Context: an optimization exercise on an open-source flow, tuned for small area. The choices shown serve that exercise and are no tape-out recipe. The RTL was checked by simulation tests, not by an equivalence proof against the original design.

== job 103 ==
Design stopwatch, start of the top module:
module stopwatch(
    reset,
    btnS,
    btnR,
    sw,
    clk,
    an,
    seg,
    Led,
    LedA,
    LedB
    );
input reset;
input btnS;
input btnR;
output reg [2:0] Led;
output [1:0] LedA;
output reg LedB;
input [2:0] sw;
input clk;
output [3:0] an;
output [7:0] seg;
reg [1:0] m4;
reg [5:0] m63;
reg [8:0] m501;
reg [8:0] c2;
reg [2:0] m5;
wire even   = ~m4[0];
wire s62    = (m63 == 6'd32);
wire j501   = (m501 == 9'd289);
wire tick2  = (c2 == 9'd264);
wire j5     = (m5 == 3'd6);
wire tick1  = even & j501;
wire tick8  = even & s62;
wire tick4  = (m4 == 2'd1) & s62;
wire tick50 = even & j5;
wire ph2    = even & (m5 == 3'd3);      
wire ph5    = m4[0] & (m5 == 3'd4);     
always @(posedge clk) begin
    if (reset) begin
        m4   <= 2'd0;
        m63  <= 6'd1;
        m501 <= 9'd66;
        c2   <= 9'd21;
        m5   <= 3'd4;
    end else begin
        m4   <= m4 + 2'd1;
        m63  <= {m63[4:0],  m63[5] ^ m63[4]};
        m501 <= {m501[7:0], m501[8] ^ m501[3] ^ j501};
        c2   <= {c2[7:0],   c2[8] ^ c2[3] ^ tick2};
        m5   <= {m5[1:0],   m5[2] ^ m5[0] ^ j5};
    end
end
reg rst_db, btnR_db, pause, pauseLed;
assign LedA = {rst_db, pauseLed};
always @(posedge clk) begin
    if (reset) begin
        rst_db   <= 1'b0;
        btnR_db  <= 1'b0;
        pause    <= 1'b0;
        pauseLed <= 1'b0;
    end else if (tick8) begin
        rst_db  <= btnS;
        btnR_db <= btnR;
        if (btnR & ~btnR_db) begin
            pause    <= ~pause;
            pauseLed <= pause;
        end
    end
end
always @(posedge clk)
    Led <= reset ? 3'b000 : sw;
reg [3:0] su, mu;
reg [2:0] st, mt;
reg [1:0] pend;    
wire mode01 = ~sw[1] & sw[0];
wire cs     = mode01 ? tick2 : tick1;
wire go     = cs & ~pause & ~(sw[1] & sw[0]);
wire [1:0] op_now = sw[1] ? 2'd3 : (mode01 & sw[2]) ? 2'd2 : 2'd1;
wire hold   = go & ph2;
wire [1:0] op = (go & ~ph2) ? op_now : ph5 ? pend : 2'd0;
wire up   = (op == 2'd1);
wire upm  = (op == 2'd2);
wire dn   = (op == 2'd3);
wire su9 = (su == 4'd9), su0 = (su == 4'd0);
  ...
Size: roughly 310 cells after synthesis, ~25 I/O pins, ~2600 µm² of cells after synthesis.
==> flow/config.mk <==
export PLATFORM = sky130hd
export DESIGN_NAME = stopwatch
export DESIGN_NICKNAME = stopwatch
export VERILOG_FILES = /design/flow/design.v
export SDC_FILE = /design/flow/constraint.sdc
export NUM_CORES = 4
export LEC_CHECK = 0
export ABC_AREA = 1
export CAP_MARGIN = 20
export CORE_MARGIN = 2
export CORE_UTILIZATION = 60
export CTS_BUF_LIST = sky130_fd_sc_hd__clkbuf_4
export CTS_CLUSTER_DIAMETER = 100
export CTS_CLUSTER_SIZE = 30
export SLEW_MARGIN = 20
==> flow/constraint.sdc <==
create_clock -name core_clock -period 10.0 [get_ports {clk}]
set_input_delay 2.0000 -clock core_clock [delete_from_list [all_inputs] [get_ports {clk}]]
set_output_delay 2.0000 -clock core_clock [all_outputs]
set_load 0.01 [all_outputs]
standard.sh (not shown) runs the stock make flow with config.mk's settings and CLKGATE_MAP_FILE= SYNTH_SCRIPT=/design/flow/synth_recipe.tcl, a recipe that flattens the netlist after the stock synthesis.
==> flow/flow/run.sh <==
#!/bin/bash
# Own layout flow: the standard layout, with three changes.
#  1. Synthesis is the standard synthesis script with the ABC
#     mapping script replaced by an area-oriented one (flow/area.abc).
#     Yosys's own gate-level adder lowering is used instead of ORFS's
#     half/full-adder cell mapping, so ABC sees all combinational logic.
#     Everything else (and so every register) is unchanged.
#  2. Ports are buffered with sky130_fd_sc_hd__buf_1.
#  3. CTS uses clkbuf_4 and no dummy loads.
set -euo pipefail
HERE=$(pwd)
FL=$HERE/flow
# Same make command as standard.sh, with our synthesis script.
sed -e "s#SYNTH_SCRIPT=[^ ]*#SYNTH_SCRIPT=$FL/my_synth.tcl#" standard.sh > own_synth.sh
export MY_ABC_SCRIPT=$FL/area.abc
export MY_ABC_NOD=1
export MY_NO_ADDER=1
bash own_synth.sh synth > synth_own.log 2>&1
export BUFFER_PORTS_ARGS="-buffer_cell sky130_fd_sc_hd__buf_1"
export CTS_ARGS="-sink_clustering_enable -repair_clock_nets -sink_clustering_size 30 -sink_clustering_max_diameter 100 -buf_list sky130_fd_sc_hd__clkbuf_4 -dont_use_dummy_load"
bash standard.sh finish > layout.log 2>&1
==> flow/flow/area.abc <==
strash
&get -n
&deepsyn -T 20 -S 1
&put
dch -f
amap
topo
==> flow/flow/my_synth.tcl <==
proc synth {args} { yosys synth -nofsm -noshare {*}$args }
proc abc {args} {
  set i [lsearch -exact $args -script]
  if {$i >= 0 && [info exists ::env(MY_ABC_SCRIPT)]} { lset args [expr {$i + 1}] $::env(MY_ABC_SCRIPT) }
  set j [lsearch -exact $args -D]
  if {$j >= 0 && [info exists ::env(MY_ABC_NOD)]} { set args [lreplace $args $j [expr {$j + 1}]] }
  yosys abc {*}$args
}
if {[info exists ::env(MY_NO_ADDER)]} { unset -nocomplain ::env(ADDER_MAP_FILE) }
source $::env(SCRIPTS_DIR)/synth.tcl
# left out here: clear keep_hierarchy, flatten, clean up, hide names made inside functions, write 1_2_yosys.v
The inputs of job 102 differ from those of job 103 as listed below.
==> flow/flow/run.sh <==
#!/bin/bash
# Own layout flow: the standard layout, with these changes.
#  1. Synthesis is the standard synthesis script (flow/my_synth.tcl is
#     synth_recipe.tcl plus two overrides) with the ABC mapping script
#     replaced by an area-oriented one, and Yosys's own gate-level adder
#     lowering used instead of ORFS's half/full-adder cell mapping, so ABC sees
#     all combinational logic. Everything before ABC (so every register) is
#     unchanged. ABC's deepsyn is randomised: synthesis runs with four seeds
#     in parallel and the netlist with the smallest area is laid out.
#  2. Ports are buffered with sky130_fd_sc_hd__buf_1.
#  3. CTS settings in CTS_ARGS below.
set -euo pipefail
HERE=$(pwd)
FL=$HERE/flow
sed -e "s#SYNTH_SCRIPT=[^ ]*#SYNTH_SCRIPT=$FL/my_synth.tcl#" standard.sh > own_synth.sh
export MY_ABC_NOD=1
export MY_NO_ADDER=1
for k in 1 2 3 4; do
  sed -e "s#WORK_HOME=[^ ]*#WORK_HOME=$HERE/orfs_s$k#" own_synth.sh > own_synth_$k.sh
  sed -e "s#&deepsyn .*#\&deepsyn -T 30 -S $k#" $FL/area.abc > area_$k.abc
  MY_ABC_SCRIPT=$HERE/area_$k.abc bash own_synth_$k.sh synth > synth_s$k.log 2>&1 &
done
wait
best=""; besta=""
for k in 1 2 3 4; do
  f=orfs_s$k/reports/$FLOW_PLATFORM/stopwatch/base/synth_stat.txt
  [[ -f $f ]] || continue
  a=$(grep "Chip area for module" $f | awk '{print $NF}')
  echo "seed $k area $a" >> synth_choice.log
  if [[ -z $best ]] || awk "BEGIN{exit !($a < $besta)}"; then best=$k; besta=$a; fi
done
echo "chosen seed $best area $besta" >> synth_choice.log
mv orfs_s$best orfs
for k in 1 2 3 4; do rm -rf orfs_s$k; done
export BUFFER_PORTS_ARGS="-buffer_cell sky130_fd_sc_hd__buf_1"
export CTS_ARGS="-sink_clustering_enable -repair_clock_nets -sink_clustering_size 30 -sink_clustering_max_diameter 100 -buf_list sky130_fd_sc_hd__clkbuf_4 -dont_use_dummy_load"
bash standard.sh finish > layout.log 2>&1
==> comparison <==
The most congested layer reported by global routing comes out met1 in one run and met2 in the other, namely in job 103 and job 102 respectively.
[job 102] first-iteration detailed-routing DRC count fell 43 relative to job 103
Diff job 103 -> job 102: final wirelength rose about 3.5%; design area shows a reduction of 0.39%; ratio of cells with drive above 1 in the final layout went down 0.29 points.
Comparing job 102 with job 103, the sequential cell area fraction in the yosys report came out essentially unchanged.
In job 102 the number of unique standard cell types used by synthesis turned out about 6% lower than in job 103.

==> what the ideal ports hide <==
No port has a modelled driver above. Below, the same layouts with a new extraction and two added sets of constraints. Step 1, drivers: a clkbuf_16 drives clk and a buf_2 each remaining input, both assumed. Step 2 adds t to the input delays and takes it off the output delays; t is the mean of the earliest and latest rising clock arrival at the registers after step 1. Input paths then give back, and output paths get back, about the clock's delay inside the block. Slacks: ideal / step 1 / step 2; pairs: ideal / step 1.
run | shift t [ns] | setup slack, ns | hold slack, ns | pins driven straight from the clock port
job 103 | 0.412 | 3.922 / 3.923 / 3.510 | 0.422 / 0.422 / 0.422 | 1
job 102 | 0.427 | 4.613 / 4.616 / 4.189 | 0.409 / 0.409 / 0.409 | 1
After both steps setup and hold are still met in every run listed. The setup slack of job 102, which loses most, moves by +0.003 ns with the drivers and by -0.424 ns with both steps.
